Context: an optimization exercise on an open-source flow, tuned for small area, a short achievable clock period and few clock cycles per item. The choices shown serve that exercise and are no tape-out recipe.
Where RTL was checked, it was by simulation tests only, not by an equivalence proof against the original.
The flow treats the clock pin as an ideal source, which a real chip does not have.
No activity file was given, so power comes from the tool's default toggle rates.

== alpha ==
==> flow/design.v (excerpt) <==
module router_switch
#(
    parameter ROUTER_WIDTH = 2,
    parameter AURORA_WIDTH = 256
)(
    input clk,
    input rst_n,
    input [ROUTER_WIDTH - 1:0] src_router,
    input empty_input_port_0,
    input [AURORA_WIDTH - 1:0] data_in_port_0,
    output rd_input_port_0,
    input empty_ack_fifo,
    input [AURORA_WIDTH - 1:0] ack_data,
    output rd_ack_fifo,
    input empty_input_port_1,
    input [AURORA_WIDTH - 1:0] data_in_port_1,
    output rd_input_port_1,
    input empty_input_port_2,
    input [AURORA_WIDTH - 1:0] data_in_port_2,
    output rd_input_port_2,
    output we_output_port_0,
    output [AURORA_WIDTH - 1:0] data_out_port_0,
    output we_output_port_1,
    output [AURORA_WIDTH - 1:0] data_out_port_1,
    output we_output_port_2,
    output [AURORA_WIDTH - 1:0] data_out_port_2
);
switch #(
    .ROUTER_WIDTH(ROUTER_WIDTH),
    .AURORA_WIDTH(AURORA_WIDTH)
) switch_i (
    .clk(clk),
    .rst_n(rst_n),
    .src_router(src_router),
    .empty_input_port_0(empty_input_port_0),
    .data_in_port_0(data_in_port_0),
    .rd_input_port_0(rd_input_port_0),
  ...
clock: 5.0 ns
lec_check: 0
cap_margin: 20
core_area: 5 5 645 645
die_area: 0 0 650 650
slew_margin: 20
standard.sh (not shown) runs the stock make flow with config.mk's settings and CLKGATE_MAP_FILE= SYNTH_SCRIPT=/design/flow/synth_recipe.tcl, a recipe that flattens the netlist after the stock synthesis.
==> flow/flow/run.sh <==
#!/bin/bash
# Own layout flow: the standard ORFS flow with
#  - minimum-size port buffers (every port still gets its own buffer),
#  - pins grouped per data bit, so each bit's mux stays local, and the
#    destination bits grouped with the control pins,
#  - balanced fanout trees for the path-select registers.
set -euo pipefail
here=$(pwd)
export BUFFER_PORTS_ARGS="-buffer_cell sky130_fd_sc_hd__buf_1"
export PRE_IO_PLACEMENT_TCL="$here/flow/pins.tcl"
export PRE_RESIZE_TCL="$here/flow/resize_pre.tcl"
bash standard.sh > "$here/standard.log" 2>&1
Other scripts of this flow, unchanged in this note and not shown: flow/flow/pins.tcl, flow/flow/resize_pre.tcl, flow/flow/seltree.tcl
Modified inputs, beta compared to alpha
-- flow/flow/run.sh --
<<< alpha, line 9
export BUFFER_PORTS_ARGS="-buffer_cell sky130_fd_sc_hd__buf_1"
export PRE_IO_PLACEMENT_TCL="$here/flow/pins.tcl"
>>> beta, line 9
export BUFFER_PORTS_ARGS="-buffer_cell sky130_fd_sc_hd__buf_1"
export IO_PLACER_V="met2 met4"
export PRE_IO_PLACEMENT_TCL="$here/flow/pins.tcl"
-- flow/config.mk --
<<< alpha, line 8
export CAP_MARGIN = 20
export CORE_AREA = 5 5 645 645
export DIE_AREA = 0 0 650 650
export SLEW_MARGIN = 20
>>> beta, line 8
export CAP_MARGIN = 20
export CORE_AREA = 5 5 445 445
export DIE_AREA = 0 0 450 450
export SLEW_MARGIN = 20
Findings:
FAIL: beta; every other run in beta and alpha is clean
Count of state elements after synthesis delta (beta -> alpha): insignificant
Synthesized area divided by synthesized cell count: alpha vs beta identical
Re sequential fraction of the synthesis area: no difference whatsoever between beta and alpha.
Fraction of the mapped netlist area in compound gates essentially unchanged between alpha and beta.
The lower die outline width came out of beta.
Initial core utilization: beta vs alpha up 4.1 points
Compared with alpha, in beta cell area after synthesis now sits at about the same level; synthesized cell count now sits at about the same level.
As far as synthesized net count goes, alpha and beta are indistinguishable; the numbers are identical.
Between alpha and beta, the flow reports number of cell rows decreasing by more than a quarter.
Die span in y went down by more than a quarter going from alpha to beta.
No run of this note included a check of the RTL's function; only the layout flow was run.

* * *

Setup of old:
The RTL this note starts from:
==> flow/design.v <==
module switch
#(
    parameter ROUTER_WIDTH = 2,
    parameter AURORA_WIDTH = 256
)(
    input clk,
    input rst_n,
    input [ROUTER_WIDTH - 1:0] src_router,
    input empty_input_port_0,
    input [AURORA_WIDTH - 1:0] data_in_port_0,
    output rd_input_port_0,
    input empty_ack_fifo,
    input [AURORA_WIDTH - 1:0] ack_data,
    output rd_ack_fifo,
    input empty_input_port_1,
    input [AURORA_WIDTH - 1:0] data_in_port_1,
    output rd_input_port_1,
    input empty_input_port_2,
    input [AURORA_WIDTH - 1:0] data_in_port_2,
    output rd_input_port_2,
    output we_output_port_0,
    output [AURORA_WIDTH - 1:0] data_out_port_0,
    output we_output_port_1,
    output [AURORA_WIDTH - 1:0] data_out_port_1,
    output we_output_port_2,
    output [AURORA_WIDTH - 1:0] data_out_port_2
);
wire [AURORA_WIDTH - 1:0] din [0:3];
assign din[0] = data_in_port_0;
assign din[1] = ack_data;
assign din[2] = data_in_port_1;
assign din[3] = data_in_port_2;
wire [3:0] empty = {empty_input_port_2, empty_input_port_1, empty_ack_fifo, empty_input_port_0};
reg [3:0] held;     
reg [3:0] sel_a;    
reg [3:0] sel_b;    
reg [3:0] first;    
reg [3:0] to2;            
reg [3:0] to2_n;
always @(*) begin
    case (src_router)
        2'd0: to2_n = 4'b0110;
        2'd1: to2_n = 4'b1100;
        2'd2: to2_n = 4'b1001;
        default: to2_n = 4'b0011;
    endcase
end
wire [3:0] to1 = {to2[2:0], to2[3]} & ~to2;
wire [3:0] to0 = ~to2 & ~to1;
wire [3:0] dec [0:3];
wire [3:0] is2;
genvar g;
generate
    for (g = 0; g < 4; g = g + 1) begin : g_route
        dst_decode dec_i (.dst(din[g][3:2]), .dec(dec[g]));
        and_or #(.N(4)) is2_i (.t(to2), .s(dec[g]), .y(is2[g]));
    end
endgenerate
wire [15:0] dec_all = {dec[3], dec[2], dec[1], dec[0]};
wire [15:0] t2 = {to2 & {4{sel_a[3]}}, to2 & {4{sel_a[2]}}, to2 & {4{sel_a[1]}}, to2 & {4{sel_a[0]}}};
wire [15:0] t1 = {to1 & {4{sel_b[3]}}, to1 & {4{sel_b[2]}}, to1 & {4{sel_b[1]}}, to1 & {4{sel_b[0]}}};
wire [15:0] t0 = {to0 & {4{sel_b[3]}}, to0 & {4{sel_b[2]}}, to0 & {4{sel_b[1]}}, to0 & {4{sel_b[0]}}};
and_or #(.N(16)) we2_i (.t(t2), .s(dec_all), .y(we_output_port_2));
and_or #(.N(16)) we1_i (.t(t1), .s(dec_all), .y(we_output_port_1));
and_or #(.N(16)) we0_i (.t(t0), .s(dec_all), .y(we_output_port_0));
wire [3:0] rd_tab [0:3];
wire [3:0] rd;
generate
    for (g = 0; g < 4; g = g + 1) begin : g_rd
        assign rd_tab[g] = (to2 & {4{sel_a[g]}}) | (~to2 & {4{sel_b[g]}});
        and_or_or #(.N(4)) rd_i (.t(rd_tab[g]), .s(dec[g]), .e(~held[g]), .y(rd[g]));
    end
endgenerate
assign rd_input_port_0 = rd[0];
assign rd_ack_fifo     = rd[1];
assign rd_input_port_1 = rd[2];
assign rd_input_port_2 = rd[3];
genvar b;
generate
    for (b = 0; b < AURORA_WIDTH; b = b + 1) begin : g_bit
        mux4_onehot mux_a (.d({din[3][b], din[2][b], din[1][b], din[0][b]}), .s(sel_a), .y(data_out_port_2[b]));
        mux4_onehot mux_b (.d({din[3][b], din[2][b], din[1][b], din[0][b]}), .s(sel_b), .y(data_out_port_0[b]));
    end
endgenerate
assign data_out_port_1 = data_out_port_0;
wire [3:0] ka  = held & ~sel_a & is2;
wire [3:0] kb  = held & ~sel_b & ~is2;
wire [3:0] pop = ~empty & (~held | (is2 & sel_a) | (~is2 & sel_b));
reg [3:0] ahead [0:3];    
integer i, j, c;
always @(*) begin
    for (i = 0; i < 4; i = i + 1)
        for (j = 0; j < 4; j = j + 1) begin
            ahead[i][j] = 1'b0;
            for (c = 0; c < 4; c = c + 1)
                if (((j - c) & 3) < ((i - c) & 3))
                    ahead[i][j] = ahead[i][j] | first[c];
        end
end
reg [3:0] ka_first, kb_first, pop_first, pop_last;
always @(*) begin
    for (i = 0; i < 4; i = i + 1) begin
        ka_first[i]  = ka[i]  & ~|(ka  & ahead[i]);
        kb_first[i]  = kb[i]  & ~|(kb  & ahead[i]);
        pop_first[i] = pop[i] & ~|(pop & ahead[i]);
        pop_last[i]  = pop[i];
        for (j = 0; j < 4; j = j + 1)
            if (j != i) pop_last[i] = pop_last[i] & ~(pop[j] & ahead[j][i]);
    end
end
wire [3:0] next_a = ka_first | ({4{~|ka}} & pop_first);
wire [3:0] next_b = kb_first | ({4{~|kb}} & pop_last);
wire [3:0] held_n = pop | ka | kb;
always @(posedge clk or negedge rst_n) begin
    if (!rst_n) begin
        held  <= 4'd0;
        sel_a <= 4'd0;
        sel_b <= 4'd0;
        first <= 4'b0001;
        to2   <= 4'd0;
    end else begin
        held  <= held_n;
        sel_a <= next_a;
        sel_b <= next_b;
        first <= {first[2:0], first[3]};
        to2   <= to2_n;
    end
end
endmodule
module dst_decode (
    input [1:0] dst,
    output [3:0] dec
);
assign dec = {dst == 2'd3, dst == 2'd2, dst == 2'd1, dst == 2'd0};
endmodule
module and_or #(
    parameter N = 4
) (
    input [N-1:0] t,
    input [N-1:0] s,
    output y
);
assign y = |(t & s);
endmodule
module mux4_onehot (
    input [3:0] d,
    input [3:0] s,
    output y
);
wire n012;
wire n3;
nor_and3 g0 (.d(d[2:0]), .s(s[2:0]), .y(n012));
nand_2 g1 (.a(d[3]), .b(s[3]), .y(n3));
assign y = ~(n012 & n3);
endmodule
module nand_2 (
    input a,
    input b,
    output y
);
assign y = ~(a & b);
endmodule
module nor_and3 (
    input [2:0] d,
    input [2:0] s,
    output y
);
assign y = ~|(d & s);
endmodule
module and_or_or #(
    parameter N = 4
) (
    input [N-1:0] t,
    input [N-1:0] s,
    input e,
    output y
);
assign y = |(t & s) | e;
endmodule
module routing_table
#(
    parameter ROUTER_WIDTH = 2
)(
    input [ROUTER_WIDTH - 1:0] src_router,
    input [ROUTER_WIDTH - 1:0] pkt_dst_router,
    output reg [ROUTER_WIDTH - 1:0] next_router
);
localparam ROUTER0 = 2'b00;
localparam ROUTER1 = 2'b01;
localparam ROUTER2 = 2'b10;
localparam ROUTER3 = 2'b11;
always @(*) begin
    case (src_router)
        ROUTER0: begin
            if (pkt_dst_router == ROUTER1) begin
                next_router = ROUTER1; 
            end
            else if (pkt_dst_router == ROUTER2) begin
                next_router = ROUTER1; 
            end
            else if (pkt_dst_router == ROUTER3) begin
                next_router = ROUTER3; 
            end
            else begin
                next_router = ROUTER0; 
            end
        end
        ROUTER1: begin
            if (pkt_dst_router == ROUTER0) begin
                next_router = ROUTER0; 
            end
            else if (pkt_dst_router == ROUTER2) begin
                next_router = ROUTER2;
            end
            else if (pkt_dst_router == ROUTER3) begin
                next_router = ROUTER2;
            end
            else begin
                next_router = ROUTER1;
            end
        end
        ROUTER2: begin
            if (pkt_dst_router == ROUTER0) begin
                next_router = ROUTER3;
            end
            else if (pkt_dst_router == ROUTER1) begin
                next_router = ROUTER1;
            end
            else if (pkt_dst_router == ROUTER3) begin
                next_router = ROUTER3;
            end
            else begin
                next_router = ROUTER2;
            end
        end
        ROUTER3: begin
            if (pkt_dst_router == ROUTER0) begin
                next_router = ROUTER0;
            end
            else if (pkt_dst_router == ROUTER1) begin
                next_router = ROUTER0;
            end
            else if (pkt_dst_router == ROUTER2) begin
                next_router = ROUTER2;
            end
            else begin
                next_router = ROUTER3;
            end
        end
        default: begin
            next_router = src_router;  
        end
    endcase
end
endmodule
module router_switch
#(
    parameter ROUTER_WIDTH = 2,
    parameter AURORA_WIDTH = 256
)(
    input clk,
    input rst_n,
    input [ROUTER_WIDTH - 1:0] src_router,
    input empty_input_port_0,
    input [AURORA_WIDTH - 1:0] data_in_port_0,
    output rd_input_port_0,
    input empty_ack_fifo,
    input [AURORA_WIDTH - 1:0] ack_data,
    output rd_ack_fifo,
    input empty_input_port_1,
    input [AURORA_WIDTH - 1:0] data_in_port_1,
    output rd_input_port_1,
    input empty_input_port_2,
    input [AURORA_WIDTH - 1:0] data_in_port_2,
    output rd_input_port_2,
    output we_output_port_0,
    output [AURORA_WIDTH - 1:0] data_out_port_0,
    output we_output_port_1,
    output [AURORA_WIDTH - 1:0] data_out_port_1,
    output we_output_port_2,
    output [AURORA_WIDTH - 1:0] data_out_port_2
);
switch #(
    .ROUTER_WIDTH(ROUTER_WIDTH),
    .AURORA_WIDTH(AURORA_WIDTH)
) switch_i (
    .clk(clk),
    .rst_n(rst_n),
    .src_router(src_router),
    .empty_input_port_0(empty_input_port_0),
    .data_in_port_0(data_in_port_0),
    .rd_input_port_0(rd_input_port_0),
    .empty_ack_fifo(empty_ack_fifo),
    .ack_data(ack_data),
    .rd_ack_fifo(rd_ack_fifo),
    .empty_input_port_1(empty_input_port_1),
    .data_in_port_1(data_in_port_1),
    .rd_input_port_1(rd_input_port_1),
    .empty_input_port_2(empty_input_port_2),
    .data_in_port_2(data_in_port_2),
    .rd_input_port_2(rd_input_port_2),
    .we_output_port_0(we_output_port_0),
    .data_out_port_0(data_out_port_0),
    .we_output_port_1(we_output_port_1),
    .data_out_port_1(data_out_port_1),
    .we_output_port_2(we_output_port_2),
    .data_out_port_2(data_out_port_2)
);
endmodule
Settings: LEC_CHECK=0, CAP_MARGIN=20, CELL_PAD_IN_SITES_DETAIL_PLACEMENT=1, CELL_PAD_IN_SITES_GLOBAL_PLACEMENT=1, CORE_AREA=5 5 315 315, DIE_AREA=0 0 320 320, SLEW_MARGIN=20, SYNTH_HIERARCHICAL=1; clock period 5.0 ns.
==> flow/flow/run.sh <==
#!/bin/bash
# Own layout flow: the standard ORFS flow with
#  - minimum-size port buffers (every port still gets its own buffer),
#  - every pin placed by hand at one track pitch on a small die: the data
#    bits in order around the edge, each bit's pins side by side, and the
#    destination bits with the control pins,
#  - balanced fanout trees for the path-select registers,
#  - after CTS, a timing repair of the control and select paths only.
set -euo pipefail
here=$(pwd)
export BUFFER_PORTS_ARGS="-buffer_cell sky130_fd_sc_hd__buf_1"
export PRE_IO_PLACEMENT_TCL="$here/flow/pins.tcl"
export PP_CORNER=5
export PRE_RESIZE_TCL="$here/flow/resize_pre.tcl"
export POST_CTS_TCL="$here/flow/cts_post.tcl"
export TUNE_MARGIN=2.15
bash standard.sh > "$here/standard.log" 2>&1
==> flow/flow/cts_post.tcl <==
# After CTS: repair the control and select paths toward a tighter target
# than the clock needs, holding the per-bit data-path cells as they are.
source [file join [file dirname [info script]] tune.tcl]
tn_hold_data_path
estimate_parasitics -placement
repair_timing -setup -setup_margin $::env(TUNE_MARGIN) -sequence "sizeup,swap" -verbose
tn_release
detailed_placement
estimate_parasitics -placement
report_wns
Other scripts of this flow, unchanged in this note and not shown: flow/flow/pinplace.tcl, flow/flow/pins.tcl, flow/flow/resize_pre.tcl, flow/flow/seltree.tcl, flow/flow/tune.tcl
old ended with every stage complete and zero timing, DRC or antenna violations.
Testbench counts of old, summed over its fixed seeds: cycles 1,175, items 1,920.
[inputs] new vs old
- clearing CELL_PAD_IN_SITES_GLOBAL_PLACEMENT, which used to be 1
- clearing CELL_PAD_IN_SITES_DETAIL_PLACEMENT, which used to be 1
--- a/flow/flow/run.sh
+++ b/flow/flow/run.sh
@@ -15,3 +15,3 @@
 export POST_CTS_TCL="$here/flow/cts_post.tcl"
-export TUNE_MARGIN=2.15
+export TUNE_MARGIN=1.97
 bash standard.sh > "$here/standard.log" 2>&1
==> comparison <==
- new vs old: fraction of power consumed by the clock network down in new
- DRC violation count after routing came out exactly the same in new and old.
- old → new: routed wire length saw a decrease, fraction of power consumed by combinational cells saw little to no change.
- Going from old to new, final number of setup-violating endpoints about even, non-filler instance count after layout went down 0.75%, global-route usage decreased 5.1 points.
- Summary — first-pass iteration count of the detailed router, new relative to old: higher, by 7.
- Reported clock group power: new lower than old
- new packs its core more loosely than old.
- The cell with the biggest individual delay on the critical path comes out sky130_fd_sc_hd__dfrtp_1 in one run and sky130_fd_sc_hd__a22o_1 in the other, namely in new and old respectively.
- The estimated power of new ends up lower than the estimate for old.
- new reports its origin of the worst setup path as switch_i.to2[3] while old reports ack_data[2].

[static timing again, ports no longer ideal]
Ports are ideal in the flow. The routed layouts listed here were re-timed in OpenROAD.
Step 1 assumes that a clkbuf_16 drives the clock port and a buf_2 every other input.
Step 2 adds t to the input delays and takes it off the output delays; t is the mean of the earliest and latest rising clock arrival at the registers after step 1. Input paths then give back, and output paths get back, about the clock's delay inside the block.
Slacks: ideal ports / drivers / drivers and shift; pairs: ideal ports / drivers.
run | t, ns | setup slack, ns | slew at the worst register clock pin (ns)
alpha | 0.313 | 1.572 / 1.578 / 1.265 | 0.06 / 0.06
old | 0.295 | 1.880 / 1.803 / 1.668 | 0.06 / 0.06
new | 0.293 | 1.868 / 1.826 / 1.643 | 0.06 / 0.06
After both steps setup and hold are still met in every run listed. For alpha, which loses most, drivers alone change the setup slack by +0.006 ns; drivers and shift together by -0.307 ns.
